Source: an optimization exercise on an open RTL-to-GDS flow (aim: a short achievable clock period and few clock cycles). Production flows keep margins and buffers that such runs may drop. Only the layout flow was run in this run; the RTL was not checked for function there. No activity file was given, so power comes from the tool's default toggle rates.

--- flow/config.mk ---
export PLATFORM = sky130hd
export DESIGN_NAME = CPU
export DESIGN_NICKNAME = CPU
export VERILOG_FILES = /design/flow/design.v
export SDC_FILE = /design/flow/constraint.sdc
export NUM_CORES = 4
export LEC_CHECK = 0
export CAP_MARGIN = 20
export CORE_MARGIN = 2
export CORE_UTILIZATION = 40
export SLEW_MARGIN = 20
--- flow/constraint.sdc ---
create_clock -name core_clock -period 14.0 [get_ports {CLK}]
set_input_delay 2.8000 -clock core_clock [delete_from_list [all_inputs] [get_ports {CLK}]]
set_output_delay 2.8000 -clock core_clock [all_outputs]
set_load 0.01 [all_outputs]
--- flow/design.v ---
module ALU (
   input  [15:0] A,
   input  [15:0] B,
   input  [3:0]  F,
   input         CIN,
   output reg [15:0] R,
   output        Z,
   output        S,
   output reg    C,
   output reg    V
   );
   reg [15:0] X;
   reg        ci;
   always @(*) begin
      case (F[1:0])
        2'b01:   begin X = 16'h0000; ci = 1'b1; end    
        2'b10:   begin X = 16'hFFFF; ci = 1'b0; end    
        2'b11:   begin X = B;        ci = CIN;  end    
        default: begin X = ~B;       ci = ~CIN; end    
      endcase
   end
   wire [16:0] sum = {1'b0, A} + {1'b0, X} + {16'b0, ci};
   wire        ainv = (F == 4'd2) || (F == 4'd4);    
   wire        add_c = sum[16] ^ ainv;
   wire        add_v = (A[15] == X[15]) && (sum[15] != A[15]);
   always @(*) begin
      C = 1'b0; V = 1'b0;
      case (F)
        4'd0:  R = A;
        4'd1, 4'd2, 4'd3, 4'd4: begin R = sum[15:0]; C = add_c; V = add_v; end
        4'd5:  R = A & B;
        4'd6:  R = A | B;
        4'd7:  R = A ^ B;
        4'd8:  R = ~A;
        4'd9:  begin R = {A[14:0], 1'b0}; C = A[15]; V = A[15] ^ A[14]; end
        4'd10: begin R = {1'b0, A[15:1]}; C = A[0];  V = A[15]; end
        4'd11: begin R = (&A) ? 16'h0000 : {A[15], A[15:1]}; C = A[0]; end
        4'd12: begin R = {A[14:0], CIN};  C = A[15]; V = A[15] ^ A[14]; end
        4'd13: begin R = {CIN, A[15:1]};  C = A[0];  V = A[15] ^ CIN; end
        4'd14: R = {A[7:0], A[15:8]};
        default: R = B;                                   
      endcase
   end
   assign Z = (R == 16'h0000);
   assign S = R[15];
endmodule
module REGFILE (
   input             CLK,
   input             RST,
   input             WE,
   input      [2:0]  WSEL,
   input      [15:0] WDATA,
   input      [2:0]  NA,
   input      [2:0]  NB,
   input      [15:0] NPC,
   output reg [15:0] NABUS,
   output reg [15:0] NBBUS
   );
   reg [15:0] R [1:6];
   integer i;
   always @(posedge CLK or negedge RST)
     if (!RST) begin
        for (i = 1; i < 7; i = i + 1) R[i] <= 16'h0000;
     end else if (WE) begin
        for (i = 1; i < 7; i = i + 1)
          if (WSEL == i) R[i] <= WDATA;
     end
   reg [15:0] ra, rb;
   always @(*) begin
      ra = NPC;
      rb = NPC;
      for (i = 1; i < 7; i = i + 1) begin
         if (NA == i) ra = R[i];
         if (NB == i) rb = R[i];
      end
      NABUS = (WE && WSEL == NA) ? WDATA : ra;
      NBBUS = (WE && WSEL == NB) ? WDATA : rb;
   end
endmodule
module DECODE (
   input  [15:0] W,
   output        ALU,     
   output        LDI,     
   output        LD,      
   output        ST,      
   output        BR,      
   output        HALT     
   );
   wire [6:0] op = W[15:9];
   assign ALU  = (op >= 7'd1) && (op <= 7'd16);
   assign LDI  = (op == 7'd17);
   assign LD   = (op == 7'd18);
   assign ST   = (op == 7'd19);
   assign BR   = (op >= 7'd20) && (op <= 7'd30);
   assign HALT = (op == 7'd127);
endmodule
module CPU (
   input  [15:0] DATA_I,
   output [15:0] DATA_O,
   output [15:0] ADDR,
   output        RD,
   output        WR,
   input         CLK,
   input         RST
   );
   assign RD = 1'b1;
   reg [15:0] FA;        
   reg        DV;        
   reg        LW;        
   reg [2:0]  LDD;
   reg        EV;        
   reg [15:0] IR;
   reg [15:0] EPC;       
   reg        I_ALU, I_LDI, I_LD, I_ST, I_BR, I_HALT;
   reg [15:0] OPA, OPB;  
   reg [15:0] RES;       
   reg        S, C, V;
   reg [15:0] ADDR_R, DOUT_R;
   reg        WR_R;
   reg        MEMOP;     
   assign ADDR   = ADDR_R;
   assign DATA_O = DOUT_R;
   assign WR     = WR_R;
   wire Z = (RES == 16'h0000);
   wire [15:0] NABUS, NBBUS, FOUT;
   wire        ZOUT, SOUT, COUT, VOUT;
   reg         rf_we;
   reg  [2:0]  rf_wsel;
   reg  [15:0] rf_wdata;
   wire [2:0]  na, nb;
   wire [15:0] npc;
   REGFILE REGFILE1 (.CLK(CLK), .RST(RST), .WE(rf_we), .WSEL(rf_wsel),
                     .WDATA(rf_wdata), .NA(na), .NB(nb), .NPC(npc),
                     .NABUS(NABUS), .NBBUS(NBBUS));
   ALU ALU1 (.A(OPA), .B(OPB), .F(IR[12:9] - 4'd1), .CIN(C),
             .R(FOUT), .Z(ZOUT), .S(SOUT), .C(COUT), .V(VOUT));
   reg cond;
   always @(*)
     case (IR[13:9])
       5'd20:   cond = 1'b1;
       5'd21:   cond = C;
       5'd22:   cond = ~C;
       5'd23:   cond = Z;
       5'd24:   cond = ~Z;
       5'd25:   cond = S;
       5'd26:   cond = ~S;
       5'd27:   cond = V;
       5'd28:   cond = ~V;
       5'd29:   cond = S ^ V;
       5'd30:   cond = (S == V) & ~Z;
       default: cond = 1'b0;
     endcase
   wire ex     = EV & ~LW;                 
   wire need_imm = I_LDI | I_BR;
   wire stall  = LW | (EV & need_imm & ~DV) | (EV & I_HALT);
   wire taken  = ex & I_BR & DV & cond;
   wire fetch  = ~MEMOP & ~taken & ~(EV & I_HALT);
   always @(*) begin
      rf_we = 1'b0; rf_wsel = IR[2:0]; rf_wdata = FOUT;
      if (LW) begin
         rf_we = 1'b1; rf_wsel = LDD; rf_wdata = DATA_I;
      end else if (EV & I_ALU) begin
         rf_we = 1'b1;
      end else if (EV & I_LDI & DV) begin
         rf_we = 1'b1; rf_wdata = DATA_I;
      end
   end
   wire        d_alu, d_ldi, d_ld, d_st, d_br, d_halt;
   DECODE DECODE1 (.W(DATA_I), .ALU(d_alu), .LDI(d_ldi), .LD(d_ld), .ST(d_st),
                   .BR(d_br), .HALT(d_halt));
   wire ir_free = ~EV | (ex & ~need_imm & ~I_HALT);
   wire ir_load = DV & ir_free;
   wire lw_next = MEMOP & I_LD;
   assign na  = ir_load ? DATA_I[8:6] : IR[8:6];
   assign nb  = ir_load ? DATA_I[5:3] : IR[5:3];
   assign npc = ir_load ? FA : EPC;
   wire memop_next = LW ? (EV & (I_LD | I_ST))
                        : (ir_load & ~lw_next & (d_ld | d_st));
   wire st_next    = LW ? I_ST : d_st;
   wire [15:0] fa_next = taken ? DATA_I : fetch ? FA + 16'd1 : FA;
   always @(posedge CLK or negedge RST)
     if (!RST) begin
        FA <= 16'h0000; DV <= 1'b0; LW <= 1'b0; LDD <= 3'd0;
        EV <= 1'b0; IR <= 16'h0000; EPC <= 16'h0000;
        I_ALU <= 1'b0; I_LDI <= 1'b0; I_LD <= 1'b0; I_ST <= 1'b0;
        I_BR <= 1'b0; I_HALT <= 1'b0;
        OPA <= 16'h0000; OPB <= 16'h0000;
        RES <= 16'h0001; S <= 1'b0; C <= 1'b0; V <= 1'b0;
        ADDR_R <= 16'h0000; DOUT_R <= 16'h0000; WR_R <= 1'b0; MEMOP <= 1'b0;
     end else begin
        FA     <= fa_next;
        DV     <= fetch;
        MEMOP  <= memop_next;
        ADDR_R <= memop_next ? NABUS : fa_next;
        DOUT_R <= NBBUS;
        WR_R   <= memop_next & st_next;
        LW     <= lw_next;
        if (lw_next) LDD <= IR[2:0];
        OPA <= NABUS;
        OPB <= NBBUS;
        if (ex & I_ALU) begin
           RES <= FOUT; S <= SOUT; C <= COUT; V <= VOUT;
        end
        if (ir_load) begin
           IR <= DATA_I; EPC <= FA;
           I_ALU <= d_alu; I_LDI <= d_ldi; I_LD <= d_ld; I_ST <= d_st;
           I_BR <= d_br; I_HALT <= d_halt;
        end
        if (ir_load) EV <= 1'b1;
        else if (~stall) EV <= 1'b0;
     end
endmodule
--- flow/flow/run.sh ---
#!/bin/bash
set -euo pipefail
export SETUP_SLACK_MARGIN=${FLOW_SETUP_MARGIN:-10}
bash standard.sh > standard.log 2>&1
--- flow/standard.sh ---
#!/bin/bash
# synth_recipe.tcl (not shown) runs the flow's synth.tcl, then flattens the netlist and writes it again
# the make line also repeats each setting of config.mk as NAME=value (left out here)
make -C /OpenROAD-flow-scripts/flow DESIGN_CONFIG=/design/flow/config.mk WORK_HOME=/design/flow/orfs CLKGATE_MAP_FILE= SYNTH_SCRIPT=/design/flow/synth_recipe.tcl "${@:-finish}"
==> key figures <==
Synthesis
  – Top FF cell, synth: dfrtp_1
  – Mapped Avg Cell Area: 8.65 um^2
  – Async SR Flop Fraction: 100%
  – Post-Synthesis Cells: 1700
  – Most frequent cell after synthesis: dfrtp_1
  – Post-synthesis xor/xnor area fraction: 2.44%
  – Synthesized area: 14700 um^2
  – Area leader, netlist: dfrtp_1
  – Synthesized flop and latch total: 222
  – Synth cell count leaders: dfrtp_1, nand2_1, nor2_1, a21oi_1, o21ai_0
  – Compound-Gate Fraction of Synth Area: 26.1%
  – Sequential area share after synthesis: 37.8%
  – Share of the synthesized area in the top cell type: 37.6%
  – Yosys warns: 4
  – Main combinational cell family by area after synthesis: compound AO/OA/AOI/OAI gates
  – Simple logic cell fraction of the synthesized area: 16.8%
  – Area contributors post-synth: dfrtp_1, a21oi_1, ha_1
  – Post-synth EDFFs: 0
  – Netlist cell types: 97
  – Post-Syn Nets: 1776
  – Post-synthesis mux area share: 6.48%
  – Adder-cell share of the synthesized area: 5.04%

Route
  – Wire per inst: 27.9 um
  – DR vias: 15458
  – Antenna-violating nets left: 0
  – Drt initial violations: 1983
  – Drt pass-1 iters: 8
  – Post-Route WL: 65.0 mm
  – Vias/cell: 6.63
  – DR DRC count: 0

GRT
  – Initial antenna violation count: 0
  – GR Util met1: 45.4%
  – Largest net degree at the start of global routing: 80
  – GR Util met3: 7.48%
  – GRT Resource Usage Total: 32.7%
  – Grt ovf: 0
  – First-pass GRT wire length: 94.1 mm
  – Busiest layer in global routing: met2
  – M2 GR Usage: 47.6%
  – Vias in the first global route: 14398

Die
  – Die height: 196 um
  – Starting density of the core: 40.4%
  – # rows: 70
  – Die width: 196 um
  – Core area: 36400 um^2
  – I/O pins: 52
  – Die Area: 38300 um^2

Placed design
  – Dpl hpwl: 44.1 mm
  – Routability cong.: 0.963
  – I/O Buffers: 50

Setup path
  – Crit. End Element: flip-flop
  – Startpoint types: input pin
  – Crit path top cell by count: buf_4
  – Crit Path Category: input pin to flip-flop
  – CP max FO: 7
  – Critical Path AT: 4.68 ns
  – WP data required: 14.41 ns
  – Crit-path max cell delay: 0.47 ns
  – Crit-path cells: buf_12 > nand2_4 > nor2_4 > a21oi_4 > buf_6 > inv_12 > buf_4 > nand2_1 > a21oi_1 > a2111oi_1 > buf_4 > o31a_1 > o21ai_1
  – Worst path slowest cell: a2111oi_1

STA
  – Ratio of final minimum period to clock period: 30.5%
  – Min Tclk post-route: 4.27 ns
  – Hold Fails Final Rpt: 0
  – Slew headroom: 7.64%
  – Max Clock Freq: 234 MHz
  – Setup violations, final: 0
  – Worst Max-Slew Pin Slew: 1.35 ns
  – Clk_skew: 0.0198 ns
  – Max-slew violation count: 0
  – Hold Slack: 0.479 ns
  – Final TNS setup: 0 ns
  – RSZ-0062 raised after global routing: yes

Job
  – Max-cap violation count: 0

Finish
  – Layout cells sized above 1: 29.0%
  – Multi-input gate area: 9690 um^2
  – FILL cells: 3301
  – Area delta synth->final: 30.6%
  – Antenna cells: 0
  – Nets@finish: 1925
  – Seq. cell area: 5580 um^2

Hold path
  – Hold Path Class: flip-flop to flip-flop

Clocking
  – Worst-path clk slew: 0.06 ns
  – CTS Hold Buffers Added: 0
  – Root buffer cell: clkbuf_16
  – Clock tree buffer depth: 3
  – # clock sinks: 222
  – TritonCTS Buffers: 24
  – CTS H-tree lvls: 1
  – Clk latency of the worst-skew pair: 0.55 ns
  – CTS tree: built

Pwr
  – Worst VDD drop: 0.000109 V
  – Total power after layout: 4.25 mW
  – Power per cell area: 221 nW/um^2
  – Leakage: 8.01 nW

Outcome
  – Status: complete, no violations
-- per-layer routing --
| layer | vias up | wire length (um) |
|---|---|---|
| met4 | 0 | 4360 |
| met5 | - | 0 |
| li1 | 6591 | - |
| met2 | 1096 | 27000 |
| met1 | 7486 | 26800 |
| met3 | 285 | 6920 |
-- cell type report --
| class | count | area share [%] |
|---|---|---|
| Sequential cell | 222 | 29.0 |
| Inverter | 73 | 1.72 |
| Multi-Input combinational cell | 1289 | 50.4 |
| Clock buffer | 34 | 3.85 |
| Clock inverter | 8 | 0.397 |
| Tap cell | 468 | 3.05 |
| Timing Repair Buffer | 237 | 11.4 |
| Timing Repair inverter | 2 | 0.0912 |
-- flip-flops by register name, summed over array words and instances, names as in the netlist, 3 cells and up --
register / flops
ADDR_R: 16
LDD: 3
FA: 16
REGFILE1.R: 96
OPB: 16
OPA: 16
EPC: 16
RES: 15
IR: 14
-- path summary, 6_finish.rpt --
path	startpoint	depth (start not counted)	slack, ns	to
max	DATA_I[6]	13	9.73	ADDR_R[7]$_DFF_PN0_
min	RES[3]$_DFFE_PN0P_	2	0.48	RES[3]$_DFFE_PN0P_
max reg2reg	IR[9]$_DFFE_PN0P_	15	10.02	OPB[12]$_DFF_PN0_
min reg2reg	RES[3]$_DFFE_PN0P_	2	0.48	RES[3]$_DFFE_PN0P_
max in group asynchronous	RST	2	10.37	OPB[4]$_DFF_PN0_
min in group asynchronous	RST	1	2.24	REGFILE1.R[4][5]$_DFFE_PN0P_
-- timing repair --
item                       4_1_cts  5_1_grt
pin swaps                       59       64
setup endpoints to repair      200      103
buffers inserted               114       42
gates resized for setup        356      125
hold endpoints to repair         0        0
cloned                          12        1
-- cells in the final DEF, fill, tap and decap left out, types with 9 or more instances in the layout --
cell type / n
a2111oi_2: 10
a21o_1: 12
a21oi_1: 146
a21oi_2: 13
a21oi_4: 9
a221oi_1: 25
a221oi_2: 9
a222oi_1: 13
and2_1: 10
and3_1: 11
buf_12: 24
buf_2: 30
buf_4: 141
buf_6: 23
clkbuf_16: 25
dfrtp_1: 203
dfrtp_2: 18
ha_1: 52
inv_1: 63
mux2_2: 35
mux2i_1: 42
nand2_1: 167
nand2b_1: 15
nand3_1: 34
nand4_1: 22
nor2_1: 138
nor2_2: 18
nor2_4: 15
nor2b_1: 9
nor3_1: 25
o211ai_1: 13
o21ai_0: 72
o21ai_1: 16
o22ai_1: 42
o22ai_2: 9
o31a_1: 11
xnor2_1: 26
xor2_1: 11
-- where the power goes --
| group | internal, mW | switching (mW) | leakage [nW] |
|---|---|---|---|
| Combinational | 0.926 | 1.32 | 5.11 |
| Sequential | 0.906 | 0.445 | 2.48 |
| Clock | 0.385 | 0.273 | 0.409 |
| Total | 2.22 | 2.03 | 8.01 |
-- per-stage QoR --
step / cell area, um^2 / setup slack, ns / utilization (%) / cells
2_1_floorplan: 15000 / 9.59 / - / 1700
3_3_place_gp: 15700 / 8.04 / 43.1 / 2121
3_5_place_dp: 15700 / 7.93 / 43.1 / 2121
4_1_cts: 18300 / 9.79 / 50.2 / 2289
5_1_grt: 19200 / 9.72 / 52.7 / 2333
6_report: 19200 / 9.73 / 52.7 / 2333
-- worst max-delay path, delay by kind of cell --
kind / cells / cell delay (ns)
AOI/OAI and AO/OA: 5 / 0.95
buffers and inverters: 5 / 0.71
and+or+nand+nor: 3 / 0.20
-- logic make-up after synthesis --
kind of cell,Yosys count
adders and majority gates,58
DFF,222
and+or+nand+nor,532
muxes,89
buffers and inverters,196
xor gates and xnor gates,41
other,1
AOI/OAI and AO/OA,561

-- port drivers added, routing unchanged --
How much do the figures lean on ideal ports? The routed layout below was timed once more, with nothing changed but the port constraints.
Step 1 assumes that a clkbuf_16 drives the clock port and a buf_2 every other input.
Step 2 times the ports against the registers' clock, not the clock port: input delays grow and output delays shrink by t, the midpoint of the rising clock arrivals with the driver on.
Three values: ideal, step 1, step 2; two values: the first two.
t (ns): 0.587
setup slack, ns: 9.733 / 9.737 / 9.150
hold WS [ns]: 0.479 / 0.479 / 0.479
worst register clock-pin slew, ns: 0.07 / 0.07
After both steps this run still meets setup and hold. The setup slack of this run moves by +0.004 ns with the drivers and by -0.583 ns with both steps.
